Source: an optimization exercise on an open RTL-to-GDS flow (aim: small area, a short achievable clock period and few clock cycles). Production flows keep margins and buffers that such runs may drop.
The RTL was checked by simulation tests, not by an equivalence proof against the original design.

[design/flow/flow/run.sh]
#!/bin/bash
# The standard layout (the standard.sh, unchanged synthesis and steps),
# with plain buffers (buf_2) as the port buffers instead of the default
# delay-cell buffers.  All tool output goes to the ORFS logs and to
# standard_sh.log in this folder.
set -euo pipefail
export BUFFER_PORTS_ARGS="-buffer_cell sky130_fd_sc_hd__buf_2"
bash standard.sh > standard_sh.log 2>&1
[design/flow/standard.sh]
#!/bin/bash
# synth_recipe.tcl (not shown) runs the flow's synth.tcl, then flattens the netlist and writes it again
# the make line also repeats each setting of config.mk as NAME=value (left out here)
make -C /OpenROAD-flow-scripts/flow DESIGN_CONFIG=/design/flow/config.mk WORK_HOME=/design/flow/orfs CLKGATE_MAP_FILE= SYNTH_SCRIPT=/design/flow/synth_recipe.tcl "${@:-finish}"
[design/flow/config.mk]
export PLATFORM = sky130hd
export DESIGN_NAME = kernel
export DESIGN_NICKNAME = kernel
export VERILOG_FILES = /design/flow/design.v
export SDC_FILE = /design/flow/constraint.sdc
export NUM_CORES = 4
export LEC_CHECK = 0
export ABC_AREA = 0
export CAP_MARGIN = 20
export CORE_MARGIN = 2
export CORE_UTILIZATION = 35
export PLACE_DENSITY = 0.5
export SETUP_SLACK_MARGIN = 1.5
export SLEW_MARGIN = 20
export SYNTH_HIERARCHICAL = 1
export SYNTH_MINIMUM_KEEP_SIZE = 0
[design/flow/constraint.sdc]
create_clock -name core_clock -period 7.0 [get_ports {clock}]
set_input_delay 1.4000 -clock core_clock [delete_from_list [all_inputs] [get_ports {clock}]]
set_output_delay 1.4000 -clock core_clock [all_outputs]
set_load 0.01 [all_outputs]
[design/flow/design.v]
`timescale 1ns / 1ps
module mult_param (
    input  [191:0] LANE,
    input  [107:0] ENC,
    output [8*324-1:0] PP
    );
    genvar s, t, i;
    for (s = 0; s < 8; s = s + 1) begin : g_slot
        for (t = 0; t < 9; t = t + 1) begin : g_tap
            wire [7:0] a = LANE[8*(6*(s/4 + t/3) + s%4 + t%3) +: 8];
            wire [8:0] x  = {a[7], a};
            wire [8:0] x2 = {a, 1'b0};
            for (i = 0; i < 4; i = i + 1) begin : g_row
                wire [8:0] p = (({9{ENC[12*t + i]}} & x) | ({9{ENC[12*t + 4 + i]}} & x2)) ^ {9{ENC[12*t + 8 + i]}};
                assign PP[324*s + 36*t + 9*i +: 9] = {~p[8], p[7:0]};
            end
        end
    end
endmodule
`timescale 1ns / 1ps
module subkernel_f (
    input  [323:0] pp,
    input  [21:0] nb,
    output [43:0] cout
    );
    wire f1;
    wire f2;
    wire f3;
    wire f4;
    wire f5;
    wire f6;
    wire f7;
    wire f8;
    wire f9;
    wire f10;
    wire f11;
    wire f12;
    wire f13;
    wire f14;
    wire f15;
    wire f16;
    wire f17;
    wire f18;
    wire f19;
    wire f20;
    wire f21;
    wire f22;
    wire f23;
    wire f24;
    wire f25;
    wire f26;
    wire f27;
    wire f28;
    wire f29;
    wire f30;
    wire f31;
    wire f32;
    wire f33;
    wire f34;
    wire f35;
    wire f36;
    wire f37;
    wire f38;
    wire f39;
    wire f40;
    wire f41;
    wire f42;
    wire f43;
    wire f44;
    wire f45;
    wire f46;
    wire f47;
    wire f48;
    wire f49;
    wire f50;
    wire f51;
    wire f52;
    wire f53;
    wire f54;
    wire f55;
    wire f56;
    wire f57;
    wire f58;
    wire f59;
    wire f60;
    wire f61;
    wire f62;
    wire f63;
    wire f64;
    wire f65;
    wire f66;
    wire f67;
    wire f68;
    wire f69;
    wire f70;
    wire f71;
    wire f72;
    wire f73;
    wire f74;
    wire f75;
    wire f76;
    wire f77;
    wire f78;
    wire f79;
    wire f80;
    wire f81;
    wire f82;
    wire f83;
    wire f84;
    wire f85;
    wire f86;
    wire f87;
    wire f88;
    wire f89;
    wire f90;
    wire f91;
    wire f92;
    wire f93;
    wire f94;
    wire f95;
    wire f96;
    wire f97;
    wire f98;
    wire f99;
    wire f100;
    wire f101;
    wire f102;
    wire f103;
    wire f104;
    wire f105;
    wire f106;
    wire f107;
    wire f108;
    wire f109;
    wire f110;
    wire f111;
    wire f112;
    wire f113;
    wire f114;
    wire f115;
    wire f116;
    wire f117;
    wire f118;
    wire f119;
    wire f120;
    wire f121;
    wire f122;
    wire f123;
    wire f124;
    wire f125;
    wire f126;
    wire f127;
    wire f128;
    wire f129;
    wire f130;
    wire f131;
    wire f132;
    wire f133;
    wire f134;
    wire f135;
    wire f136;
    wire f137;
    wire f138;
    wire f139;
    wire f140;
    wire f141;
    wire f142;
    wire f143;
    wire f144;
    wire f145;
    wire f146;
    wire f147;
    wire f148;
    wire f149;
    wire f150;
    wire f151;
    wire f152;
    wire f153;
    wire f154;
    wire f155;
    wire f156;
    wire f157;
    wire f158;
    wire f159;
    wire f160;
    wire f161;
    wire f162;
    wire f163;
    wire f164;
    wire f165;
    wire f166;
    wire f167;
    wire f168;
    wire f169;
    wire f170;
    wire f171;
    wire f172;
    wire f173;
    wire f174;
    wire f175;
    wire f176;
    wire f177;
    wire f178;
    wire f179;
    wire f180;
    wire f181;
    wire f182;
    wire f183;
    wire f184;
    wire f185;
    wire f186;
    wire f187;
    wire f188;
    wire f189;
    wire f190;
    wire f191;
    wire f192;
    wire f193;
    wire f194;
    wire f195;
    wire f196;
    wire f197;
    wire f198;
    wire f199;
    wire f200;
    wire f201;
    wire f202;
    wire f203;
    wire f204;
    wire f205;
    wire f206;
    wire f207;
    wire f208;
    wire f209;
    wire f210;
    wire f211;
    wire f212;
    wire f213;
    wire f214;
    wire f215;
    wire f216;
    wire f217;
    wire f218;
    wire f219;
    wire f220;
    wire f221;
    wire f222;
    wire f223;
    wire f224;
    wire f225;
    wire f226;
    wire f227;
    wire f228;
    wire f229;
    wire f230;
    wire f231;
    wire f232;
    wire f233;
    wire f234;
    wire f235;
    wire f236;
    wire f237;
    wire f238;
    wire f239;
    wire f240;
    wire f241;
    wire f242;
    wire f243;
    wire f244;
    wire f245;
    wire f246;
    wire f247;
    wire f248;
    wire f249;
    wire f250;
    wire f251;
    wire f252;
    wire f253;
    wire f254;
    wire f255;
    wire f256;
    wire f257;
    wire f258;
    wire f259;
    wire f260;
    wire f261;
    wire f262;
    wire f263;
    wire f264;
    wire f265;
    wire f266;
    wire f267;
    wire f268;
    wire f269;
    wire f270;
    wire f271;
    wire f272;
    wire f273;
    wire f274;
    wire f275;
    wire f276;
    wire f277;
    wire f278;
    wire f279;
    wire f280;
    wire f281;
    wire f282;
    wire f283;
    wire f284;
    wire f285;
    wire f286;
    wire f287;
    wire f288;
    wire f289;
    wire f290;
    wire f291;
    wire f292;
    wire f293;
    wire f294;
    wire f295;
    wire f296;
    wire f297;
    wire f298;
    wire f299;
    wire f300;
    wire f301;
    wire f302;
    wire f303;
    wire f304;
    wire f305;
    wire f306;
    wire f307;
    wire f308;
    wire f309;
    wire f310;
    wire f311;
    wire f312;
    wire f313;
    wire f314;
    wire f315;
    wire f316;
    wire f317;
    wire f318;
    wire f319;
    wire f320;
    wire f321;
    wire f322;
    wire f323;
    wire f324;
    wire f325;
    wire f326;
    wire f327;
    wire f328;
    wire f329;
    wire f330;
    wire f331;
    wire f332;
    wire f333;
    wire f334;
    wire f335;
    wire f336;
    wire f337;
    wire f338;
    wire f339;
    wire f340;
    wire f341;
    wire f342;
    wire f343;
    wire f344;
    wire f345;
    wire f346;
    wire f347;
    wire f348;
    wire f349;
    wire f350;
    wire f351;
    wire f352;
    wire f353;
    wire f354;
    wire f355;
    wire f356;
    wire f357;
    wire f358;
    wire f359;
    wire f360;
    wire f361;
    wire f362;
    wire f363;
    wire f364;
    wire f365;
    wire f366;
    wire f367;
    wire f368;
    wire f369;
    wire f370;
    wire f371;
    wire f372;
    wire f373;
    wire f374;
    wire f375;
    wire f376;
    wire f377;
    wire f378;
    wire f379;
    wire f380;
    wire f381;
    wire f382;
    wire f383;
    wire f384;
    wire f385;
    wire f386;
    wire f387;
    wire f388;
    wire f389;
    wire f390;
    wire f391;
    wire f392;
    wire f393;
    wire f394;
    wire f395;
    wire f396;
    wire f397;
    wire f398;
    wire f399;
    wire f400;
    wire f401;
    wire f402;
    wire f403;
    wire f404;
    wire f405;
    wire f406;
    wire f407;
    wire f408;
    wire f409;
    wire f410;
    wire f411;
    wire f412;
    wire f413;
    wire f414;
    wire f415;
    wire f416;
    wire f417;
    wire f418;
    wire f419;
    wire f420;
    wire f421;
    wire f422;
    wire f423;
    wire f424;
    wire f425;
    wire f426;
    wire f427;
    wire f428;
    wire f429;
    wire f430;
    wire f431;
    wire f432;
    wire f433;
    wire f434;
    wire f435;
    wire f436;
    wire f437;
    wire f438;
    wire f439;
    wire f440;
    wire f441;
    wire f442;
    wire f443;
    wire f444;
    wire f445;
    wire f446;
    wire f447;
    wire f448;
    wire f449;
    wire f450;
    wire f451;
    wire f452;
    wire f453;
    wire f454;
    wire f455;
    wire f456;
    wire f457;
    wire f458;
    wire f459;
    wire f460;
    wire f461;
    wire f462;
    wire f463;
    wire f464;
    wire f465;
    wire f466;
    wire f467;
    wire f468;
    wire f469;
    wire f470;
    wire f471;
    wire f472;
    wire f473;
    wire f474;
    wire f475;
    wire f476;
    wire f477;
    wire f478;
    wire f479;
    wire f480;
    wire f481;
    wire f482;
    wire f483;
    wire f484;
    wire f485;
    wire f486;
    wire f487;
    wire f488;
    wire f489;
    wire f490;
    wire f491;
    wire f492;
    wire f493;
    wire f494;
    wire f495;
    wire f496;
    wire f497;
    wire f498;
    wire f499;
    wire f500;
    wire f501;
    wire f502;
    wire f503;
    wire f504;
    wire f505;
    wire f506;
    wire f507;
    wire f508;
    wire f509;
    wire f510;
    wire f511;
    wire f512;
    wire f513;
    wire f514;
    wire f515;
    wire f516;
    wire f517;
    wire f518;
    wire f519;
    wire f520;
    wire f521;
    wire f522;
    wire f523;
    wire f524;
    wire f525;
    wire f526;
    wire f527;
    wire f528;
    wire f529;
    wire f530;
    wire f531;
    wire f532;
    wire f533;
    wire f534;
    wire f535;
    wire f536;
    wire f537;
    wire f538;
    wire f539;
    wire f540;
    wire f541;
    wire f542;
    wire f543;
    wire f544;
    wire f545;
    wire f546;
    wire f547;
    wire f548;
    wire f549;
    wire f550;
    wire f551;
    wire f552;
    wire f553;
    wire f554;
    wire f555;
    wire f556;
    wire f557;
    wire f558;
    wire f559;
    wire f560;
    fa uf1 (.a(pp[0]), .b(pp[36]), .c(pp[72]), .s(f1), .co(f2));
    fa uf3 (.a(pp[108]), .b(pp[144]), .c(pp[180]), .s(f3), .co(f4));
    fa uf5 (.a(pp[216]), .b(pp[252]), .c(pp[288]), .s(f5), .co(f6));
    fa uf7 (.a(f1), .b(f3), .c(f5), .s(f7), .co(f8));
    fa uf9 (.a(pp[1]), .b(pp[37]), .c(pp[73]), .s(f9), .co(f10));
    fa uf11 (.a(pp[109]), .b(pp[145]), .c(pp[181]), .s(f11), .co(f12));
    fa uf13 (.a(pp[217]), .b(pp[253]), .c(pp[289]), .s(f13), .co(f14));
    fa uf15 (.a(f2), .b(f4), .c(f6), .s(f15), .co(f16));
    fa uf17 (.a(f9), .b(f11), .c(f13), .s(f17), .co(f18));
    fa uf19 (.a(f8), .b(f15), .c(f17), .s(f19), .co(f20));
    fa uf21 (.a(pp[2]), .b(pp[9]), .c(pp[38]), .s(f21), .co(f22));
    fa uf23 (.a(pp[45]), .b(pp[74]), .c(pp[81]), .s(f23), .co(f24));
    fa uf25 (.a(pp[110]), .b(pp[117]), .c(pp[146]), .s(f25), .co(f26));
    fa uf27 (.a(pp[153]), .b(pp[182]), .c(pp[189]), .s(f27), .co(f28));
    fa uf29 (.a(pp[218]), .b(pp[225]), .c(pp[254]), .s(f29), .co(f30));
    fa uf31 (.a(pp[261]), .b(pp[290]), .c(pp[297]), .s(f31), .co(f32));
    fa uf33 (.a(f10), .b(f12), .c(f14), .s(f33), .co(f34));
    fa uf35 (.a(f21), .b(f23), .c(f25), .s(f35), .co(f36));
    fa uf37 (.a(f27), .b(f29), .c(f31), .s(f37), .co(f38));
    fa uf39 (.a(f16), .b(f18), .c(f33), .s(f39), .co(f40));
    fa uf41 (.a(f35), .b(f37), .c(f20), .s(f41), .co(f42));
    fa uf43 (.a(pp[3]), .b(pp[10]), .c(pp[39]), .s(f43), .co(f44));
    fa uf45 (.a(pp[46]), .b(pp[75]), .c(pp[82]), .s(f45), .co(f46));
    fa uf47 (.a(pp[111]), .b(pp[118]), .c(pp[147]), .s(f47), .co(f48));
    fa uf49 (.a(pp[154]), .b(pp[183]), .c(pp[190]), .s(f49), .co(f50));
    fa uf51 (.a(pp[219]), .b(pp[226]), .c(pp[255]), .s(f51), .co(f52));
    fa uf53 (.a(pp[262]), .b(pp[291]), .c(pp[298]), .s(f53), .co(f54));
    fa uf55 (.a(f22), .b(f24), .c(f26), .s(f55), .co(f56));
    fa uf57 (.a(f28), .b(f30), .c(f32), .s(f57), .co(f58));
    fa uf59 (.a(f43), .b(f45), .c(f47), .s(f59), .co(f60));
    fa uf61 (.a(f49), .b(f51), .c(f53), .s(f61), .co(f62));
    fa uf63 (.a(f34), .b(f36), .c(f38), .s(f63), .co(f64));
    fa uf65 (.a(f55), .b(f57), .c(f59), .s(f65), .co(f66));
    fa uf67 (.a(f61), .b(f40), .c(f63), .s(f67), .co(f68));
    fa uf69 (.a(f65), .b(f42), .c(f67), .s(f69), .co(f70));
    fa uf71 (.a(pp[4]), .b(pp[11]), .c(pp[18]), .s(f71), .co(f72));
    fa uf73 (.a(pp[40]), .b(pp[47]), .c(pp[54]), .s(f73), .co(f74));
    fa uf75 (.a(pp[76]), .b(pp[83]), .c(pp[90]), .s(f75), .co(f76));
    fa uf77 (.a(pp[112]), .b(pp[119]), .c(pp[126]), .s(f77), .co(f78));
    fa uf79 (.a(pp[148]), .b(pp[155]), .c(pp[162]), .s(f79), .co(f80));
    fa uf81 (.a(pp[184]), .b(pp[191]), .c(pp[198]), .s(f81), .co(f82));
    fa uf83 (.a(pp[220]), .b(pp[227]), .c(pp[234]), .s(f83), .co(f84));
    fa uf85 (.a(pp[256]), .b(pp[263]), .c(pp[270]), .s(f85), .co(f86));
    fa uf87 (.a(pp[292]), .b(pp[299]), .c(pp[306]), .s(f87), .co(f88));
    fa uf89 (.a(f44), .b(f46), .c(f48), .s(f89), .co(f90));
    fa uf91 (.a(f50), .b(f52), .c(f54), .s(f91), .co(f92));
    fa uf93 (.a(f71), .b(f73), .c(f75), .s(f93), .co(f94));
    fa uf95 (.a(f77), .b(f79), .c(f81), .s(f95), .co(f96));
    fa uf97 (.a(f83), .b(f85), .c(f87), .s(f97), .co(f98));
    fa uf99 (.a(f56), .b(f58), .c(f60), .s(f99), .co(f100));
    fa uf101 (.a(f62), .b(f89), .c(f91), .s(f101), .co(f102));
    fa uf103 (.a(f93), .b(f95), .c(f97), .s(f103), .co(f104));
    fa uf105 (.a(f64), .b(f66), .c(f99), .s(f105), .co(f106));
    fa uf107 (.a(f101), .b(f103), .c(f68), .s(f107), .co(f108));
    fa uf109 (.a(f105), .b(f70), .c(f107), .s(f109), .co(f110));
    fa uf111 (.a(pp[5]), .b(pp[12]), .c(pp[19]), .s(f111), .co(f112));
    fa uf113 (.a(pp[41]), .b(pp[48]), .c(pp[55]), .s(f113), .co(f114));
    fa uf115 (.a(pp[77]), .b(pp[84]), .c(pp[91]), .s(f115), .co(f116));
    fa uf117 (.a(pp[113]), .b(pp[120]), .c(pp[127]), .s(f117), .co(f118));
    fa uf119 (.a(pp[149]), .b(pp[156]), .c(pp[163]), .s(f119), .co(f120));
    fa uf121 (.a(pp[185]), .b(pp[192]), .c(pp[199]), .s(f121), .co(f122));
    fa uf123 (.a(pp[221]), .b(pp[228]), .c(pp[235]), .s(f123), .co(f124));
    fa uf125 (.a(pp[257]), .b(pp[264]), .c(pp[271]), .s(f125), .co(f126));
    fa uf127 (.a(pp[293]), .b(pp[300]), .c(pp[307]), .s(f127), .co(f128));
    fa uf129 (.a(f72), .b(f74), .c(f76), .s(f129), .co(f130));
    fa uf131 (.a(f78), .b(f80), .c(f82), .s(f131), .co(f132));
    fa uf133 (.a(f84), .b(f86), .c(f88), .s(f133), .co(f134));
    fa uf135 (.a(f111), .b(f113), .c(f115), .s(f135), .co(f136));
    fa uf137 (.a(f117), .b(f119), .c(f121), .s(f137), .co(f138));
    fa uf139 (.a(f123), .b(f125), .c(f127), .s(f139), .co(f140));
    fa uf141 (.a(f90), .b(f92), .c(f94), .s(f141), .co(f142));
    fa uf143 (.a(f96), .b(f98), .c(f129), .s(f143), .co(f144));
    fa uf145 (.a(f131), .b(f133), .c(f135), .s(f145), .co(f146));
    fa uf147 (.a(f137), .b(f139), .c(f100), .s(f147), .co(f148));
    fa uf149 (.a(f102), .b(f104), .c(f141), .s(f149), .co(f150));
    fa uf151 (.a(f143), .b(f145), .c(f147), .s(f151), .co(f152));
    fa uf153 (.a(f106), .b(f149), .c(f151), .s(f153), .co(f154));
    fa uf155 (.a(pp[6]), .b(pp[13]), .c(pp[20]), .s(f155), .co(f156));
    fa uf157 (.a(pp[27]), .b(pp[42]), .c(pp[49]), .s(f157), .co(f158));
    fa uf159 (.a(pp[56]), .b(pp[63]), .c(pp[78]), .s(f159), .co(f160));
    fa uf161 (.a(pp[85]), .b(pp[92]), .c(pp[99]), .s(f161), .co(f162));
    fa uf163 (.a(pp[114]), .b(pp[121]), .c(pp[128]), .s(f163), .co(f164));
    fa uf165 (.a(pp[135]), .b(pp[150]), .c(pp[157]), .s(f165), .co(f166));
    fa uf167 (.a(pp[164]), .b(pp[171]), .c(pp[186]), .s(f167), .co(f168));
    fa uf169 (.a(pp[193]), .b(pp[200]), .c(pp[207]), .s(f169), .co(f170));
    fa uf171 (.a(pp[222]), .b(pp[229]), .c(pp[236]), .s(f171), .co(f172));
    fa uf173 (.a(pp[243]), .b(pp[258]), .c(pp[265]), .s(f173), .co(f174));
    fa uf175 (.a(pp[272]), .b(pp[279]), .c(pp[294]), .s(f175), .co(f176));
    fa uf177 (.a(pp[301]), .b(pp[308]), .c(pp[315]), .s(f177), .co(f178));
    fa uf179 (.a(f112), .b(f114), .c(f116), .s(f179), .co(f180));
    fa uf181 (.a(f118), .b(f120), .c(f122), .s(f181), .co(f182));
    fa uf183 (.a(f124), .b(f126), .c(f128), .s(f183), .co(f184));
    fa uf185 (.a(f155), .b(f157), .c(f159), .s(f185), .co(f186));
    fa uf187 (.a(f161), .b(f163), .c(f165), .s(f187), .co(f188));
    fa uf189 (.a(f167), .b(f169), .c(f171), .s(f189), .co(f190));
    fa uf191 (.a(f173), .b(f175), .c(f177), .s(f191), .co(f192));
    fa uf193 (.a(f130), .b(f132), .c(f134), .s(f193), .co(f194));
    fa uf195 (.a(f136), .b(f138), .c(f140), .s(f195), .co(f196));
    fa uf197 (.a(f179), .b(f181), .c(f183), .s(f197), .co(f198));
    fa uf199 (.a(f185), .b(f187), .c(f189), .s(f199), .co(f200));
    fa uf201 (.a(f191), .b(f142), .c(f144), .s(f201), .co(f202));
    fa uf203 (.a(f146), .b(f193), .c(f195), .s(f203), .co(f204));
    fa uf205 (.a(f197), .b(f199), .c(f148), .s(f205), .co(f206));
    fa uf207 (.a(f150), .b(f201), .c(f203), .s(f207), .co(f208));
    fa uf209 (.a(f152), .b(f205), .c(f207), .s(f209), .co(f210));
    fa uf211 (.a(pp[7]), .b(pp[14]), .c(pp[21]), .s(f211), .co(f212));
    fa uf213 (.a(pp[28]), .b(pp[43]), .c(pp[50]), .s(f213), .co(f214));
    fa uf215 (.a(pp[57]), .b(pp[64]), .c(pp[79]), .s(f215), .co(f216));
    fa uf217 (.a(pp[86]), .b(pp[93]), .c(pp[100]), .s(f217), .co(f218));
    fa uf219 (.a(pp[115]), .b(pp[122]), .c(pp[129]), .s(f219), .co(f220));
    fa uf221 (.a(pp[136]), .b(pp[151]), .c(pp[158]), .s(f221), .co(f222));
    fa uf223 (.a(pp[165]), .b(pp[172]), .c(pp[187]), .s(f223), .co(f224));
    fa uf225 (.a(pp[194]), .b(pp[201]), .c(pp[208]), .s(f225), .co(f226));
    fa uf227 (.a(pp[223]), .b(pp[230]), .c(pp[237]), .s(f227), .co(f228));
    fa uf229 (.a(pp[244]), .b(pp[259]), .c(pp[266]), .s(f229), .co(f230));
    fa uf231 (.a(pp[273]), .b(pp[280]), .c(pp[295]), .s(f231), .co(f232));
    fa uf233 (.a(pp[302]), .b(pp[309]), .c(pp[316]), .s(f233), .co(f234));
    fa uf235 (.a(f156), .b(f158), .c(f160), .s(f235), .co(f236));
    fa uf237 (.a(f162), .b(f164), .c(f166), .s(f237), .co(f238));
    fa uf239 (.a(f168), .b(f170), .c(f172), .s(f239), .co(f240));
    fa uf241 (.a(f174), .b(f176), .c(f178), .s(f241), .co(f242));
    fa uf243 (.a(f211), .b(f213), .c(f215), .s(f243), .co(f244));
    fa uf245 (.a(f217), .b(f219), .c(f221), .s(f245), .co(f246));
    fa uf247 (.a(f223), .b(f225), .c(f227), .s(f247), .co(f248));
    fa uf249 (.a(f229), .b(f231), .c(f233), .s(f249), .co(f250));
    fa uf251 (.a(f180), .b(f182), .c(f184), .s(f251), .co(f252));
    fa uf253 (.a(f186), .b(f188), .c(f190), .s(f253), .co(f254));
    fa uf255 (.a(f192), .b(f235), .c(f237), .s(f255), .co(f256));
    fa uf257 (.a(f239), .b(f241), .c(f243), .s(f257), .co(f258));
    fa uf259 (.a(f245), .b(f247), .c(f249), .s(f259), .co(f260));
    fa uf261 (.a(f194), .b(f196), .c(f198), .s(f261), .co(f262));
    fa uf263 (.a(f200), .b(f251), .c(f253), .s(f263), .co(f264));
    fa uf265 (.a(f255), .b(f257), .c(f259), .s(f265), .co(f266));
    fa uf267 (.a(f202), .b(f204), .c(f261), .s(f267), .co(f268));
    fa uf269 (.a(f263), .b(f265), .c(f206), .s(f269), .co(f270));
    fa uf271 (.a(pp[8]), .b(pp[15]), .c(pp[22]), .s(f271), .co(f272));
    fa uf273 (.a(pp[29]), .b(pp[44]), .c(pp[51]), .s(f273), .co(f274));
    fa uf275 (.a(pp[58]), .b(pp[65]), .c(pp[80]), .s(f275), .co(f276));
    fa uf277 (.a(pp[87]), .b(pp[94]), .c(pp[101]), .s(f277), .co(f278));
    fa uf279 (.a(pp[116]), .b(pp[123]), .c(pp[130]), .s(f279), .co(f280));
    fa uf281 (.a(pp[137]), .b(pp[152]), .c(pp[159]), .s(f281), .co(f282));
    fa uf283 (.a(pp[166]), .b(pp[173]), .c(pp[188]), .s(f283), .co(f284));
    fa uf285 (.a(pp[195]), .b(pp[202]), .c(pp[209]), .s(f285), .co(f286));
    fa uf287 (.a(pp[224]), .b(pp[231]), .c(pp[238]), .s(f287), .co(f288));
    fa uf289 (.a(pp[245]), .b(pp[260]), .c(pp[267]), .s(f289), .co(f290));
    fa uf291 (.a(pp[274]), .b(pp[281]), .c(pp[296]), .s(f291), .co(f292));
    fa uf293 (.a(pp[303]), .b(pp[310]), .c(pp[317]), .s(f293), .co(f294));
    fa uf295 (.a(f212), .b(f214), .c(f216), .s(f295), .co(f296));
    fa uf297 (.a(f218), .b(f220), .c(f222), .s(f297), .co(f298));
    fa uf299 (.a(f224), .b(f226), .c(f228), .s(f299), .co(f300));
    fa uf301 (.a(f230), .b(f232), .c(f234), .s(f301), .co(f302));
    fa uf303 (.a(f271), .b(f273), .c(f275), .s(f303), .co(f304));
    fa uf305 (.a(f277), .b(f279), .c(f281), .s(f305), .co(f306));
    fa uf307 (.a(f283), .b(f285), .c(f287), .s(f307), .co(f308));
    fa uf309 (.a(f289), .b(f291), .c(f293), .s(f309), .co(f310));
    fa uf311 (.a(f236), .b(f238), .c(f240), .s(f311), .co(f312));
    fa uf313 (.a(f242), .b(f244), .c(f246), .s(f313), .co(f314));
    fa uf315 (.a(f248), .b(f250), .c(f295), .s(f315), .co(f316));
    fa uf317 (.a(f297), .b(f299), .c(f301), .s(f317), .co(f318));
    fa uf319 (.a(f303), .b(f305), .c(f307), .s(f319), .co(f320));
    fa uf321 (.a(f309), .b(f252), .c(f254), .s(f321), .co(f322));
    fa uf323 (.a(f256), .b(f258), .c(f260), .s(f323), .co(f324));
    fa uf325 (.a(f311), .b(f313), .c(f315), .s(f325), .co(f326));
    fa uf327 (.a(f317), .b(f319), .c(f262), .s(f327), .co(f328));
    fa uf329 (.a(f264), .b(f266), .c(f321), .s(f329), .co(f330));
    fa uf331 (.a(f323), .b(f325), .c(f327), .s(f331), .co(f332));
    fa uf333 (.a(pp[16]), .b(pp[23]), .c(pp[30]), .s(f333), .co(f334));
    fa uf335 (.a(pp[52]), .b(pp[59]), .c(pp[66]), .s(f335), .co(f336));
    fa uf337 (.a(pp[88]), .b(pp[95]), .c(pp[102]), .s(f337), .co(f338));
    fa uf339 (.a(pp[124]), .b(pp[131]), .c(pp[138]), .s(f339), .co(f340));
    fa uf341 (.a(pp[160]), .b(pp[167]), .c(pp[174]), .s(f341), .co(f342));
    fa uf343 (.a(pp[196]), .b(pp[203]), .c(pp[210]), .s(f343), .co(f344));
    fa uf345 (.a(pp[232]), .b(pp[239]), .c(pp[246]), .s(f345), .co(f346));
    fa uf347 (.a(pp[268]), .b(pp[275]), .c(pp[282]), .s(f347), .co(f348));
    fa uf349 (.a(pp[304]), .b(pp[311]), .c(pp[318]), .s(f349), .co(f350));
    fa uf351 (.a(f272), .b(f274), .c(f276), .s(f351), .co(f352));
    fa uf353 (.a(f278), .b(f280), .c(f282), .s(f353), .co(f354));
    fa uf355 (.a(f284), .b(f286), .c(f288), .s(f355), .co(f356));
    fa uf357 (.a(f290), .b(f292), .c(f294), .s(f357), .co(f358));
    fa uf359 (.a(f333), .b(f335), .c(f337), .s(f359), .co(f360));
    fa uf361 (.a(f339), .b(f341), .c(f343), .s(f361), .co(f362));
    fa uf363 (.a(f345), .b(f347), .c(f349), .s(f363), .co(f364));
    fa uf365 (.a(f296), .b(f298), .c(f300), .s(f365), .co(f366));
    fa uf367 (.a(f302), .b(f304), .c(f306), .s(f367), .co(f368));
    fa uf369 (.a(f308), .b(f310), .c(f351), .s(f369), .co(f370));
    fa uf371 (.a(f353), .b(f355), .c(f357), .s(f371), .co(f372));
    fa uf373 (.a(f359), .b(f361), .c(f363), .s(f373), .co(f374));
    fa uf375 (.a(f312), .b(f314), .c(f316), .s(f375), .co(f376));
    fa uf377 (.a(f318), .b(f320), .c(f365), .s(f377), .co(f378));
    fa uf379 (.a(f367), .b(f369), .c(f371), .s(f379), .co(f380));
    fa uf381 (.a(f373), .b(f322), .c(f324), .s(f381), .co(f382));
    fa uf383 (.a(f326), .b(f375), .c(f377), .s(f383), .co(f384));
    fa uf385 (.a(f379), .b(f328), .c(f330), .s(f385), .co(f386));
    fa uf387 (.a(pp[17]), .b(pp[24]), .c(pp[31]), .s(f387), .co(f388));
    fa uf389 (.a(pp[53]), .b(pp[60]), .c(pp[67]), .s(f389), .co(f390));
    fa uf391 (.a(pp[89]), .b(pp[96]), .c(pp[103]), .s(f391), .co(f392));
    fa uf393 (.a(pp[125]), .b(pp[132]), .c(pp[139]), .s(f393), .co(f394));
    fa uf395 (.a(pp[161]), .b(pp[168]), .c(pp[175]), .s(f395), .co(f396));
    fa uf397 (.a(pp[197]), .b(pp[204]), .c(pp[211]), .s(f397), .co(f398));
    fa uf399 (.a(pp[233]), .b(pp[240]), .c(pp[247]), .s(f399), .co(f400));
    fa uf401 (.a(pp[269]), .b(pp[276]), .c(pp[283]), .s(f401), .co(f402));
    fa uf403 (.a(pp[305]), .b(pp[312]), .c(pp[319]), .s(f403), .co(f404));
    fa uf405 (.a(f334), .b(f336), .c(f338), .s(f405), .co(f406));
    fa uf407 (.a(f340), .b(f342), .c(f344), .s(f407), .co(f408));
    fa uf409 (.a(f346), .b(f348), .c(f350), .s(f409), .co(f410));
    fa uf411 (.a(f387), .b(f389), .c(f391), .s(f411), .co(f412));
    fa uf413 (.a(f393), .b(f395), .c(f397), .s(f413), .co(f414));
    fa uf415 (.a(f399), .b(f401), .c(f403), .s(f415), .co(f416));
    fa uf417 (.a(f352), .b(f354), .c(f356), .s(f417), .co(f418));
    fa uf419 (.a(f358), .b(f360), .c(f362), .s(f419), .co(f420));
    fa uf421 (.a(f364), .b(f405), .c(f407), .s(f421), .co(f422));
    fa uf423 (.a(f409), .b(f411), .c(f413), .s(f423), .co(f424));
    fa uf425 (.a(f415), .b(f366), .c(f368), .s(f425), .co(f426));
    fa uf427 (.a(f370), .b(f372), .c(f374), .s(f427), .co(f428));
    fa uf429 (.a(f417), .b(f419), .c(f421), .s(f429), .co(f430));
    fa uf431 (.a(f423), .b(f376), .c(f378), .s(f431), .co(f432));
    fa uf433 (.a(f380), .b(f425), .c(f427), .s(f433), .co(f434));
    fa uf435 (.a(f429), .b(f382), .c(f384), .s(f435), .co(f436));
    fa uf437 (.a(pp[25]), .b(pp[32]), .c(pp[61]), .s(f437), .co(f438));
    fa uf439 (.a(pp[68]), .b(pp[97]), .c(pp[104]), .s(f439), .co(f440));
    fa uf441 (.a(pp[133]), .b(pp[140]), .c(pp[169]), .s(f441), .co(f442));
    fa uf443 (.a(pp[176]), .b(pp[205]), .c(pp[212]), .s(f443), .co(f444));
    fa uf445 (.a(pp[241]), .b(pp[248]), .c(pp[277]), .s(f445), .co(f446));
    fa uf447 (.a(pp[284]), .b(pp[313]), .c(pp[320]), .s(f447), .co(f448));
    fa uf449 (.a(f388), .b(f390), .c(f392), .s(f449), .co(f450));
    fa uf451 (.a(f394), .b(f396), .c(f398), .s(f451), .co(f452));
    fa uf453 (.a(f400), .b(f402), .c(f404), .s(f453), .co(f454));
    fa uf455 (.a(f437), .b(f439), .c(f441), .s(f455), .co(f456));
    fa uf457 (.a(f443), .b(f445), .c(f447), .s(f457), .co(f458));
    fa uf459 (.a(f406), .b(f408), .c(f410), .s(f459), .co(f460));
    fa uf461 (.a(f412), .b(f414), .c(f416), .s(f461), .co(f462));
    fa uf463 (.a(f449), .b(f451), .c(f453), .s(f463), .co(f464));
    fa uf465 (.a(f455), .b(f457), .c(f418), .s(f465), .co(f466));
    fa uf467 (.a(f420), .b(f422), .c(f424), .s(f467), .co(f468));
    fa uf469 (.a(f459), .b(f461), .c(f463), .s(f469), .co(f470));
    fa uf471 (.a(f465), .b(f426), .c(f428), .s(f471), .co(f472));
    fa uf473 (.a(f430), .b(f467), .c(f469), .s(f473), .co(f474));
    fa uf475 (.a(f432), .b(f434), .c(f471), .s(f475), .co(f476));
    fa uf477 (.a(pp[26]), .b(pp[33]), .c(pp[62]), .s(f477), .co(f478));
    fa uf479 (.a(pp[69]), .b(pp[98]), .c(pp[105]), .s(f479), .co(f480));
    fa uf481 (.a(pp[134]), .b(pp[141]), .c(pp[170]), .s(f481), .co(f482));
    fa uf483 (.a(pp[177]), .b(pp[206]), .c(pp[213]), .s(f483), .co(f484));
    fa uf485 (.a(pp[242]), .b(pp[249]), .c(pp[278]), .s(f485), .co(f486));
    fa uf487 (.a(pp[285]), .b(pp[314]), .c(pp[321]), .s(f487), .co(f488));
    fa uf489 (.a(f438), .b(f440), .c(f442), .s(f489), .co(f490));
    fa uf491 (.a(f444), .b(f446), .c(f448), .s(f491), .co(f492));
    fa uf493 (.a(f477), .b(f479), .c(f481), .s(f493), .co(f494));
    fa uf495 (.a(f483), .b(f485), .c(f487), .s(f495), .co(f496));
    fa uf497 (.a(f450), .b(f452), .c(f454), .s(f497), .co(f498));
    fa uf499 (.a(f456), .b(f458), .c(f489), .s(f499), .co(f500));
    fa uf501 (.a(f491), .b(f493), .c(f495), .s(f501), .co(f502));
    fa uf503 (.a(f460), .b(f462), .c(f464), .s(f503), .co(f504));
    fa uf505 (.a(f497), .b(f499), .c(f501), .s(f505), .co(f506));
    fa uf507 (.a(f466), .b(f468), .c(f470), .s(f507), .co(f508));
    fa uf509 (.a(f503), .b(f505), .c(f472), .s(f509), .co(f510));
    fa uf511 (.a(pp[34]), .b(pp[70]), .c(pp[106]), .s(f511), .co(f512));
    fa uf513 (.a(pp[142]), .b(pp[178]), .c(pp[214]), .s(f513), .co(f514));
    fa uf515 (.a(pp[250]), .b(pp[286]), .c(pp[322]), .s(f515), .co(f516));
    fa uf517 (.a(f478), .b(f480), .c(f482), .s(f517), .co(f518));
    fa uf519 (.a(f484), .b(f486), .c(f488), .s(f519), .co(f520));
    fa uf521 (.a(f511), .b(f513), .c(f515), .s(f521), .co(f522));
    fa uf523 (.a(f490), .b(f492), .c(f494), .s(f523), .co(f524));
    fa uf525 (.a(f496), .b(f517), .c(f519), .s(f525), .co(f526));
    fa uf527 (.a(f521), .b(f498), .c(f500), .s(f527), .co(f528));
    fa uf529 (.a(f502), .b(f523), .c(f525), .s(f529), .co(f530));
    fa uf531 (.a(f504), .b(f506), .c(f527), .s(f531), .co(f532));
    fa uf533 (.a(f529), .b(f508), .c(f531), .s(f533), .co(f534));
    fa uf535 (.a(pp[35]), .b(pp[71]), .c(pp[107]), .s(f535), .co(f536));
    fa uf537 (.a(pp[143]), .b(pp[179]), .c(pp[215]), .s(f537), .co(f538));
    fa uf539 (.a(pp[251]), .b(pp[287]), .c(pp[323]), .s(f539), .co(f540));
    fa uf541 (.a(f512), .b(f514), .c(f516), .s(f541), .co(f542));
    fa uf543 (.a(f535), .b(f537), .c(f539), .s(f543), .co(f544));
    fa uf545 (.a(f518), .b(f520), .c(f522), .s(f545), .co(f546));
    fa uf547 (.a(f541), .b(f543), .c(f524), .s(f547), .co(f548));
    fa uf549 (.a(f526), .b(f545), .c(f547), .s(f549), .co(f550));
    fa uf551 (.a(f528), .b(f530), .c(f549), .s(f551), .co(f552));
    fa uf553 (.a(f536), .b(f538), .c(f540), .s(f553), .co(f554));
    fa uf555 (.a(f542), .b(f544), .c(f553), .s(f555), .co(f556));
    fa uf557 (.a(f546), .b(f555), .c(f548), .s(f557), .co(f558));
    fa uf559 (.a(f554), .b(f556), .c(f558), .s(f559), .co(f560));
    assign cout[0] = f7;    
    assign cout[1] = f19;    
    assign cout[2] = f39;    
    assign cout[3] = f41;    
    assign cout[4] = f69;    
    assign cout[5] = f109;    
    assign cout[6] = f108;    
    assign cout[7] = f153;    
    assign cout[8] = f110;    
    assign cout[9] = f154;    
    assign cout[10] = f209;    
    assign cout[11] = f208;    
    assign cout[12] = f267;    
    assign cout[13] = f269;    
    assign cout[14] = f210;    
    assign cout[15] = f268;    
    assign cout[16] = f329;    
    assign cout[17] = f270;    
    assign cout[18] = f331;    
    assign cout[19] = f381;    
    assign cout[20] = f383;    
    assign cout[21] = f332;    
    assign cout[22] = f385;    
    assign cout[23] = f431;    
    assign cout[24] = f433;    
    assign cout[25] = f386;    
    assign cout[26] = f435;    
    assign cout[27] = f473;    
    assign cout[28] = f436;    
    assign cout[29] = f475;    
    assign cout[30] = f474;    
    assign cout[31] = f507;    
    assign cout[32] = f509;    
    assign cout[33] = f476;    
    assign cout[34] = f510;    
    assign cout[35] = f533;    
    assign cout[36] = f532;    
    assign cout[37] = f551;    
    assign cout[38] = f534;    
    assign cout[39] = f550;    
    assign cout[40] = f557;    
    assign cout[41] = f552;    
    assign cout[42] = f559;    
    assign cout[43] = f560;    
endmodule
module subkernel_b (
    input  [43:0] cin,
    input  [21:0] nb,
    output [21:0] result
    );
    wire b1;
    wire b2;
    wire b3;
    wire b4;
    wire b5;
    wire b6;
    wire b7;
    wire b8;
    wire b9;
    wire b10;
    wire b11;
    wire b12;
    wire b13;
    wire b14;
    wire b15;
    wire b16;
    wire b17;
    wire b18;
    wire b19;
    wire b20;
    wire b21;
    wire b22;
    wire b23;
    wire b24;
    wire b25;
    wire b26;
    wire b27;
    wire b28;
    wire b29;
    wire b30;
    wire b31;
    wire b32;
    wire b33;
    wire b34;
    wire b35;
    wire b36;
    wire b37;
    wire b38;
    wire b39;
    wire b40;
    wire b41;
    wire b42;
    wire b43;
    wire b44;
    wire b45;
    wire b46;
    wire b47;
    wire b48;
    wire b49;
    wire b50;
    wire b51;
    wire b52;
    wire b53;
    wire b54;
    wire b55;
    wire b56;
    wire b57;
    wire b58;
    wire b59;
    wire b60;
    wire b61;
    wire b62;
    wire b63;
    wire b64;
    wire b65;
    wire b66;
    assign b1 = cin[2] ^ cin[3];
    assign b2 = cin[2] & cin[3];
    assign b3 = cin[4] ^ b2;
    assign b4 = cin[4] & b2;
    assign b5 = cin[5] ^ nb[4];
    assign b6 = cin[5] & nb[4];
    fa ub7 (.a(cin[6]), .b(cin[7]), .c(cin[8]), .s(b7), .co(b8));
    assign b9 = nb[5] ^ b7;
    assign b10 = nb[5] & b7;
    fa ub11 (.a(cin[9]), .b(cin[10]), .c(nb[6]), .s(b11), .co(b12));
    assign b13 = b8 ^ b10;
    assign b14 = b8 & b10;
    fa ub15 (.a(cin[11]), .b(cin[12]), .c(cin[13]), .s(b15), .co(b16));
    fa ub17 (.a(cin[14]), .b(nb[7]), .c(b15), .s(b17), .co(b18));
    assign b19 = b12 ^ b17;
    assign b20 = b12 & b17;
    fa ub21 (.a(cin[15]), .b(cin[16]), .c(cin[17]), .s(b21), .co(b22));
    fa ub23 (.a(cin[18]), .b(nb[8]), .c(b16), .s(b23), .co(b24));
    fa ub25 (.a(b21), .b(b18), .c(b23), .s(b25), .co(b26));
    fa ub27 (.a(cin[19]), .b(cin[20]), .c(cin[21]), .s(b27), .co(b28));
    fa ub29 (.a(cin[22]), .b(nb[9]), .c(b22), .s(b29), .co(b30));
    fa ub31 (.a(b27), .b(b24), .c(b29), .s(b31), .co(b32));
    fa ub33 (.a(cin[23]), .b(cin[24]), .c(cin[25]), .s(b33), .co(b34));
    fa ub35 (.a(cin[26]), .b(nb[10]), .c(b28), .s(b35), .co(b36));
    fa ub37 (.a(b33), .b(b30), .c(b35), .s(b37), .co(b38));
    fa ub39 (.a(cin[27]), .b(cin[28]), .c(cin[29]), .s(b39), .co(b40));
    fa ub41 (.a(nb[11]), .b(b34), .c(b39), .s(b41), .co(b42));
    assign b43 = b36 ^ b41;
    assign b44 = b36 & b41;
    fa ub45 (.a(cin[30]), .b(cin[31]), .c(cin[32]), .s(b45), .co(b46));
    fa ub47 (.a(cin[33]), .b(nb[12]), .c(b40), .s(b47), .co(b48));
    fa ub49 (.a(b45), .b(b42), .c(b47), .s(b49), .co(b50));
    fa ub51 (.a(cin[34]), .b(cin[35]), .c(nb[13]), .s(b51), .co(b52));
    fa ub53 (.a(b46), .b(b51), .c(b48), .s(b53), .co(b54));
    fa ub55 (.a(cin[36]), .b(cin[37]), .c(cin[38]), .s(b55), .co(b56));
    fa ub57 (.a(nb[14]), .b(b55), .c(b52), .s(b57), .co(b58));
    fa ub59 (.a(cin[39]), .b(cin[40]), .c(cin[41]), .s(b59), .co(b60));
    fa ub61 (.a(nb[15]), .b(b56), .c(b59), .s(b61), .co(b62));
    fa ub63 (.a(cin[42]), .b(nb[16]), .c(b60), .s(b63), .co(b64));
    assign b65 = cin[43] ^ nb[17];
    assign b66 = cin[43] & nb[17];
    wire [21:0] ra = {nb[21], nb[20], nb[19], nb[18], b64, b62, b58, b54, b50, b44, b38, b32, b26, b20, b14, b11, b6, b4, nb[3], nb[2], cin[1], cin[0]};
    wire [21:0] rb = {1'b0, 1'b0, 1'b0, b66, b65, b63, b61, b57, b53, b49, b43, b37, b31, b25, b19, b13, b9, b5, b3, b1, nb[1], nb[0]};
    assign result = ra + rb;
endmodule
module fa (input a, b, c, output s, co);
    wire x = a ^ b;
    assign s = x ^ c;
    assign co = (a & b) | (x & c);
endmodule
`timescale 1ns / 1ps
module kernel#(parameter BIT_SIZE = 8,
               parameter INPUT_WIDTH=6,
               parameter INPUT_HEIGHT=6,
               parameter CHANNEL_SIZE=1,
               parameter SUBKERNEL_OUT_BIT = 20,
               parameter KERNEL_WIDTH = 3,
               parameter KERNEL_HEIGHT = 3,
               parameter STRIDE = 1,
               parameter OUTPUT_WIDTH = (INPUT_WIDTH - KERNEL_WIDTH) / STRIDE + 1,
               parameter OUTPUT_HEIGHT = (INPUT_HEIGHT - KERNEL_HEIGHT) / STRIDE + 1,
               parameter CHANNEL_EXTENSION_BIT = 2
               )(
    input [INPUT_WIDTH*INPUT_HEIGHT*CHANNEL_SIZE*BIT_SIZE-1:0] input_buffer,
    input [KERNEL_WIDTH*KERNEL_HEIGHT*CHANNEL_SIZE*BIT_SIZE-1:0] kernel_buffer,
    input signed [BIT_SIZE-1:0] bias,
    input clock,reset,enable,
    output  [(SUBKERNEL_OUT_BIT + CHANNEL_EXTENSION_BIT)*OUTPUT_WIDTH*OUTPUT_HEIGHT - 1 :0] conv_result,
    output reg done
    );
    localparam RW = 22;
    localparam NC = 44;
    localparam PPW = 324;
    wire [191:0] lane = reset ? input_buffer[0 +: 192] : input_buffer[96 +: 192];
    wire [107:0] enc;
    wire [21:0] nb;
    wire [8:0] negs [0:3];
    genvar t, i, r, c;
    for (t = 0; t < 9; t = t + 1) begin : g_w
        wire [7:0] w = kernel_buffer[8*t +: 8];
        wire [8:0] wx = {w, 1'b0};
        for (i = 0; i < 4; i = i + 1) begin : g_d
            wire b2 = wx[2*i+2], b1 = wx[2*i+1], b0 = wx[2*i];
            assign enc[12*t + i]     = b1 ^ b0;
            assign enc[12*t + 4 + i] = (b2 & ~b1 & ~b0) | (~b2 & b1 & b0);
            assign enc[12*t + 8 + i] = b2;
            assign negs[i][t] = b2;
        end
    end
    wire nbs1;
    wire nbs2;
    wire nbs3;
    wire nbs4;
    wire nbs5;
    wire nbs6;
    wire nbs7;
    wire nbs8;
    wire nbs9;
    wire nbs10;
    wire nbs11;
    wire nbs12;
    wire nbs13;
    wire nbs14;
    wire nbs15;
    wire nbs16;
    wire nbs17;
    wire nbs18;
    wire nbs19;
    wire nbs20;
    wire nbs21;
    wire nbs22;
    wire nbs23;
    wire nbs24;
    wire nbs25;
    wire nbs26;
    wire nbs27;
    wire nbs28;
    wire nbs29;
    wire nbs30;
    wire nbs31;
    wire nbs32;
    wire nbs33;
    wire nbs34;
    wire nbs35;
    wire nbs36;
    wire nbs37;
    wire nbs38;
    wire nbs39;
    wire nbs40;
    wire nbs41;
    wire nbs42;
    wire nbs43;
    wire nbs44;
    wire nbs45;
    wire nbs46;
    wire nbs47;
    wire nbs48;
    wire nbs49;
    wire nbs50;
    wire nbs51;
    wire nbs52;
    wire nbs53;
    wire nbs54;
    wire nbs55;
    wire nbs56;
    wire nbs57;
    wire nbs58;
    wire nbs59;
    wire nbs60;
    wire nbs61;
    wire nbs62;
    wire nbs63;
    wire nbs64;
    wire nbs65;
    wire nbs66;
    wire nbs67;
    wire nbs68;
    wire nbs69;
    wire nbs70;
    wire nbs71;
    wire nbs72;
    wire nbs73;
    wire nbs74;
    wire nbs75;
    wire nbs76;
    wire nbs77;
    wire nbs78;
    wire nbs79;
    wire nbs80;
    wire nbs81;
    wire nbs82;
    wire nbs83;
    wire nbs84;
    assign nbs3 = bias[0] ^ negs[0][0];
    assign nbs1 = nbs3 ^ negs[0][1];
    assign nbs2 = (bias[0] & negs[0][0]) | (nbs3 & negs[0][1]);
    assign nbs6 = negs[0][2] ^ negs[0][3];
    assign nbs4 = nbs6 ^ negs[0][4];
    assign nbs5 = (negs[0][2] & negs[0][3]) | (nbs6 & negs[0][4]);
    assign nbs9 = negs[0][5] ^ negs[0][6];
    assign nbs7 = nbs9 ^ negs[0][7];
    assign nbs8 = (negs[0][5] & negs[0][6]) | (nbs9 & negs[0][7]);
    assign nbs12 = negs[0][8] ^ nbs1;
    assign nbs10 = nbs12 ^ nbs4;
    assign nbs11 = (negs[0][8] & nbs1) | (nbs12 & nbs4);
    assign nbs15 = bias[1] ^ nbs2;
    assign nbs13 = nbs15 ^ nbs5;
    assign nbs14 = (bias[1] & nbs2) | (nbs15 & nbs5);
    assign nbs16 = nbs8 ^ nbs11;
    assign nbs17 = nbs8 & nbs11;
    assign nbs20 = bias[2] ^ negs[1][0];
    assign nbs18 = nbs20 ^ negs[1][1];
    assign nbs19 = (bias[2] & negs[1][0]) | (nbs20 & negs[1][1]);
    assign nbs23 = negs[1][2] ^ negs[1][3];
    assign nbs21 = nbs23 ^ negs[1][4];
    assign nbs22 = (negs[1][2] & negs[1][3]) | (nbs23 & negs[1][4]);
    assign nbs26 = negs[1][5] ^ negs[1][6];
    assign nbs24 = nbs26 ^ negs[1][7];
    assign nbs25 = (negs[1][5] & negs[1][6]) | (nbs26 & negs[1][7]);
    assign nbs29 = negs[1][8] ^ nbs18;
    assign nbs27 = nbs29 ^ nbs21;
    assign nbs28 = (negs[1][8] & nbs18) | (nbs29 & nbs21);
    assign nbs32 = nbs24 ^ nbs14;
    assign nbs30 = nbs32 ^ nbs27;
    assign nbs31 = (nbs24 & nbs14) | (nbs32 & nbs27);
    assign nbs35 = bias[3] ^ nbs19;
    assign nbs33 = nbs35 ^ nbs22;
    assign nbs34 = (bias[3] & nbs19) | (nbs35 & nbs22);
    assign nbs38 = nbs25 ^ nbs28;
    assign nbs36 = nbs38 ^ nbs33;
    assign nbs37 = (nbs25 & nbs28) | (nbs38 & nbs33);
    assign nbs41 = bias[4] ^ negs[2][0];
    assign nbs39 = nbs41 ^ negs[2][1];
    assign nbs40 = (bias[4] & negs[2][0]) | (nbs41 & negs[2][1]);
    assign nbs44 = negs[2][2] ^ negs[2][3];
    assign nbs42 = nbs44 ^ negs[2][4];
    assign nbs43 = (negs[2][2] & negs[2][3]) | (nbs44 & negs[2][4]);
    assign nbs47 = negs[2][5] ^ negs[2][6];
    assign nbs45 = nbs47 ^ negs[2][7];
    assign nbs46 = (negs[2][5] & negs[2][6]) | (nbs47 & negs[2][7]);
    assign nbs50 = negs[2][8] ^ nbs39;
    assign nbs48 = nbs50 ^ nbs42;
    assign nbs49 = (negs[2][8] & nbs39) | (nbs50 & nbs42);
    assign nbs53 = nbs45 ^ nbs34;
    assign nbs51 = nbs53 ^ nbs48;
    assign nbs52 = (nbs45 & nbs34) | (nbs53 & nbs48);
    assign nbs56 = bias[5] ^ nbs40;
    assign nbs54 = nbs56 ^ nbs43;
    assign nbs55 = (bias[5] & nbs40) | (nbs56 & nbs43);
    assign nbs59 = nbs46 ^ nbs49;
    assign nbs57 = nbs59 ^ nbs54;
    assign nbs58 = (nbs46 & nbs49) | (nbs59 & nbs54);
    assign nbs62 = bias[6] ^ negs[3][0];
    assign nbs60 = nbs62 ^ negs[3][1];
    assign nbs61 = (bias[6] & negs[3][0]) | (nbs62 & negs[3][1]);
    assign nbs65 = negs[3][2] ^ negs[3][3];
    assign nbs63 = nbs65 ^ negs[3][4];
    assign nbs64 = (negs[3][2] & negs[3][3]) | (nbs65 & negs[3][4]);
    assign nbs68 = negs[3][5] ^ negs[3][6];
    assign nbs66 = nbs68 ^ negs[3][7];
    assign nbs67 = (negs[3][5] & negs[3][6]) | (nbs68 & negs[3][7]);
    assign nbs71 = negs[3][8] ^ nbs60;
    assign nbs69 = nbs71 ^ nbs63;
    assign nbs70 = (negs[3][8] & nbs60) | (nbs71 & nbs63);
    assign nbs74 = nbs66 ^ nbs55;
    assign nbs72 = nbs74 ^ nbs69;
    assign nbs73 = (nbs66 & nbs55) | (nbs74 & nbs69);
    assign nbs77 = ~bias[7] ^ 1'b1;
    assign nbs75 = nbs77 ^ nbs61;
    assign nbs76 = (~bias[7] & 1'b1) | (nbs77 & nbs61);
    assign nbs80 = nbs64 ^ nbs67;
    assign nbs78 = nbs80 ^ nbs75;
    assign nbs79 = (nbs64 & nbs67) | (nbs80 & nbs75);
    assign nbs81 = nbs70 ^ nbs78;
    assign nbs82 = nbs70 & nbs78;
    assign nbs83 = nbs76 ^ nbs79;
    assign nbs84 = nbs76 & nbs79;
    assign nb = {1'b1, 1'b1, 1'b1, 1'b1, 1'b0, 1'b1, 1'b0, 1'b0, 1'b0, 1'b0, 1'b0, 1'b0, 1'b1, nbs82, nbs73, nbs58, nbs52, nbs37, nbs31, nbs17, nbs13, nbs7} + {1'b0, 1'b0, 1'b0, 1'b0, 1'b0, 1'b0, 1'b0, 1'b0, 1'b0, 1'b0, 1'b0, 1'b0, nbs84, nbs83, nbs81, nbs72, nbs57, nbs51, nbs36, nbs30, nbs16, nbs10};
    wire [8*PPW-1:0] pp;
    mult_param mp (.LANE(lane), .ENC(enc), .PP(pp));
    reg [8*NC-1:0] st;
    reg [21:0] nb_q;
    reg [8*RW-1:0] lo;
    wire [8*RW-1:0] fin;
    reg ph;
    for (r = 0; r < 2; r = r + 1) begin : g_r
        for (c = 0; c < 4; c = c + 1) begin : g_c
            wire [NC-1:0] f_out;
            subkernel_f skf (.pp(pp[PPW*(4*r+c) +: PPW]), .nb(nb), .cout(f_out));
            always @(posedge clock) st[NC*(4*r+c) +: NC] <= f_out;
            subkernel_b skb (.cin(st[NC*(4*r+c) +: NC]), .nb(nb_q), .result(fin[RW*(4*r+c) +: RW]));
        end
    end
    always @(posedge clock) begin
        nb_q <= nb;
        ph <= reset;
        if (ph) lo <= fin;
        done <= ~reset;
    end
    assign conv_result = {fin, lo};
endmodule
==> results.txt <==
==> per-module statistics from Yosys, one instance, submodules excluded <==
module | flops+latches | cells inside
subkernel_f | 0 | 44
subkernel_b | 0 | 145
kernel | 541 | 988
fa | 0 | 1
mult_param | 0 | 6480
==> worst min-delay path by stage <==
| stage | cells past startpoint | from | slack (ns) | endpoint |
|---|---|---|---|---|
| 2_1_floorplan | 1 | st[0]$_DFF_P_ | 0.58 | lo[0]$_DFFE_PP_ |
| 3_3_place_gp | 1 | st[264]$_DFF_P_ | 0.58 | lo[132]$_DFFE_PP_ |
| 3_5_place_dp | 1 | st[220]$_DFF_P_ | 0.57 | lo[110]$_DFFE_PP_ |
| 4_1_cts | 1 | st[264]$_DFF_P_ | 0.59 | lo[132]$_DFFE_PP_ |
| 5_1_grt | 1 | st[264]$_DFF_P_ | 0.61 | lo[132]$_DFFE_PP_ |
| 6_report | 1 | st[264]$_DFF_P_ | 0.58 | lo[132]$_DFFE_PP_ |
==> logic make-up (layout without fill, tap and decap cells) <==
group,count (synthesis),count (layout),synth area share [%]
flip-flops,541,541,9.70
multiplexers,193,194,1.67
AND/OR/NAND/NOR,701,701,2.46
other,2,159,0.00578
buffers and inverters,1740,1570,9.96
adder cells (fa/ha/maj),2704,2704,40.4
XOR/XNOR,2769,2769,18.7
AO/OA/AOI/OAI,2770,2770,17.2
==> synth_stat cells (all sizes together), types with 18 or more instances <==
library cell | n | share of area [%]
a21o | 66 | 0.38
a21oi | 197 | 0.78
a22oi | 2016 | 14
and3 | 19 | 0.13
buf | 1632 | 9.6
clkbuf | 53 | 0.18
dfxtp | 365 | 5.6
edfxtp | 176 | 4.1
fa | 2475 | 38
ha | 229 | 2.2
inv | 55 | 0.16
mux2 | 192 | 1.7
nand2 | 428 | 1.2
nand2b | 34 | 0.16
nand3 | 57 | 0.22
nand3b | 25 | 0.14
nor2 | 71 | 0.21
nor3 | 18 | 0.10
o21ai | 398 | 1.6
xnor2 | 2389 | 16
xor2 | 380 | 2.6
==> flip-flops by register name (all words and copies together) (netlist names) <==
signal  flops
st        352
lo        176
nb_q       11
done        1
ph          1
==> final cells by class <==
cell class	instances	area [sq um]
Tap cell	4950	6190
Multi-Input combinational cell	9266	109000
Clock inverter	34	322
Sequential cell	541	12700
Timing Repair Buffer	1368	12000
Inverter	55	206
Fill cell	35700	226000
Clock buffer	113	2400
Antenna cell	31	77.6
==> critical path, stage by stage (launching register included) <==
cell,delay (ns)
dfxtp_2,0.33
fa_2,0.41
fa_1,0.48
fa_2,0.64
ha_4,0.24
a21oi_2,0.16
nand2_1,0.07
o31a_1,0.27
a21o_1,0.24
a21oi_2,0.19
xnor2_2,0.15
buf_2,0.17
==> per-stage QoR <==
| step | setup slack (ns) | hold slack [ns] | utilization (%) | area, sq um |
|---|---|---|---|---|
| CTS | 1.31 | 0.595 | 38.2 | 141000 |
| global route | 1.30 | 0.605 | 38.7 | 143000 |
| detailed placement | 0.234 | 0.569 | 36.9 | 136000 |
| finish | 1.40 | 0.583 | 38.7 | 143000 |
| global placement | 0.261 | 0.575 | 36.9 | 136000 |
| floorplan | 1.44 | 0.583 | - | 132000 |
==> placed cells by master (no fill, tap or decap), types with 15 or more instances in the layout <==
cell       count
a21o_1        52
a21oi_1      145
a21oi_2       40
a22oi_1     1402
a22oi_2      614
and4_1        15
buf_12       248
buf_2        670
buf_4        406
buf_6         32
clkbuf_16     89
conb_1       128
dfxtp_1      340
diode_2       31
edfxtp_1     176
fa_1        2202
fa_2         273
ha_1         173
ha_2          15
ha_4          41
inv_1         55
mux2_2       125
mux2_4        57
nand2_1      410
nand2b_1      34
nand3_1       52
nand3b_1      25
nand4_1       16
nor2_1        51
o21ai_0       83
o21ai_1      239
o21ai_2       44
o21ai_4       32
o31a_1        16
xnor2_1     2359
xnor2_2       30
xor2_1       334
xor2_2        17
xor2_4        29
==> layer usage <==
layer | GRT usage, % | vias up | wire [um]
met5 | 0.194 | - | 523
met4 | 21.2 | 48 | 50600
met3 | 15.7 | 2409 | 104000
met2 | 49.1 | 9717 | 271000
met1 | 45.1 | 54100 | 253000
li1 | - | 38100 | -
==> what timing repair did <==
item,4_1_cts,5_1_grt
buffers inserted,78,48
pin swaps,112,118
cloned,4,2
setup endpoints to repair,254,201
resized for setup,269,261
hold endpoints to repair,0,0
==> impl_results.md <==
- Status: no timing/DRC/antenna violations
- CTS Buf Count: 82
- Top Ports: 724
- Longest Clk Path Bufs: 4
- RSZ-0062 raised after global routing: true
- Number of global-route vias before repair: approximately 110k
- Max Cap Viol: 0
- Largest net degree at the start of global routing: 79
- GRT Total Usage: 35.4%
- CP endpoint kind: output pin
- First-pass GRT wire length: 915000 um
- Worst-Margin Slew: approximately 1.2 ns
- Starting DRC count in detailed routing: ~16000
- Layout area overhead: 10.1%
- Routed WL: around 680000 um
- Ys async rst share: 0%
- Area of the mapped netlist: 0.130 sq mm
- Flops & latches, synth: between 500 and 600
- Nets: about 14000
- Syn Area/Cell: between 10 and 15 sq um
- Clk root buf: clkbuf_16
- Final Max Tran Viols: 0
- Rows: between 200 and 250
- Drt drc: 0
- DP HPWL: between 400000 and 500000 um
- Post-synth EDFFs: between 150 and 200
- Worst path required time: between 5 and 6 ns
- H-tree lvl count: 3
- Die width: ~610 um
- Worst Setup EP: conv_result[346]
- Fin Setup TNS: 0 ns
- Overflow after GRT: 0
- CTS tree: built
- Die ar.: 0.376 sq mm
- CTS sink count: 541
- Cells after DPL: between 15000 and 20000
- Fin crit period: around 5.6 ns
- Skew final: approximately 0.048 ns
- Fraction of layout cells with a size suffix above 1: a little over a quarter
- Unique masters post-synth: 50
- End of the worst register-to-register path: lo[108]$_DFFE_PP_
- Crit. Startpoint: st[323]$_DFF_P_
- Core footprint: roughly 0.37 sq mm
- Max-slew headroom: between 15 and 20%
- Worst Hold Class: reg2reg
- Non-filler instance count after layout: about 16000
- Drt first pass iters: 8
- R2R depth: 11
- Final setup vio count: 0
- Critical-path maximum fanout: 4
- Cells after synthesis: 11400
- Arr. time, crit path: ~4.2 ns
- Startpoint types: flop
- Final Hold Vio Count: 0
- Fin crit share: between 70 and 80%
- Worst r2r src: st[203]$_DFF_P_
- Fmax: 0.179 GHz
- Dominant synthesized flop cell: dfxtp_1
- Initial antenna violation count: ~60
- Sequential area share after synthesis: 9.70%
- Die height: 613 um
- Yosys warnings: 7
- Post-CTS Hold Buffers: 0
- Total number of vias: between 100k and 150k
- Antenna viol nets, final: 0
- Routability Congestion: ~1
- Initial core utilization: about a third
- Flop2flop setup slack: about 3.6 ns
- IO buf count: approximately 720
- Clk Latency, worst-skew pair: 0.86 ns
- Clock-pin slew of the registers on the worst-case setup and hold paths: 0.06 ns
- Kind of critical path: reg2out
- Vias per inst: roughly 6.4
- DR WL/cell: 41.4 um
Testbench counts, summed over its fixed seeds: cycles 192.

==> afterwards: timing with drivers on the ports <==
The flow's constraints put no driver on any port. The routed layout listed below was extracted and timed again, unchanged, in two steps. Step 1, drivers: a clkbuf_16 drives clock and a buf_2 each remaining input, both assumed. Step 2 adds t to the input delays and takes it off the output delays; t is the mean of the earliest and latest rising clock arrival at the registers after step 1. Input paths then give back, and output paths get back, about the clock's delay inside the block. Slacks: ideal / step 1 / step 2; pairs: ideal / step 1.
t (ns): 0.957
slack for setup (ns): 1.401 / 1.213 / 0.256
hold slack, ns: 0.583 / 0.583 / 0.583
clock arrival spread, ns: 0.064 / 0.064
cell pins on the clock port's net: 1
After both steps this run still meets setup and hold. The setup slack of this run moves by -0.188 ns with the drivers and by -1.145 ns with both steps.
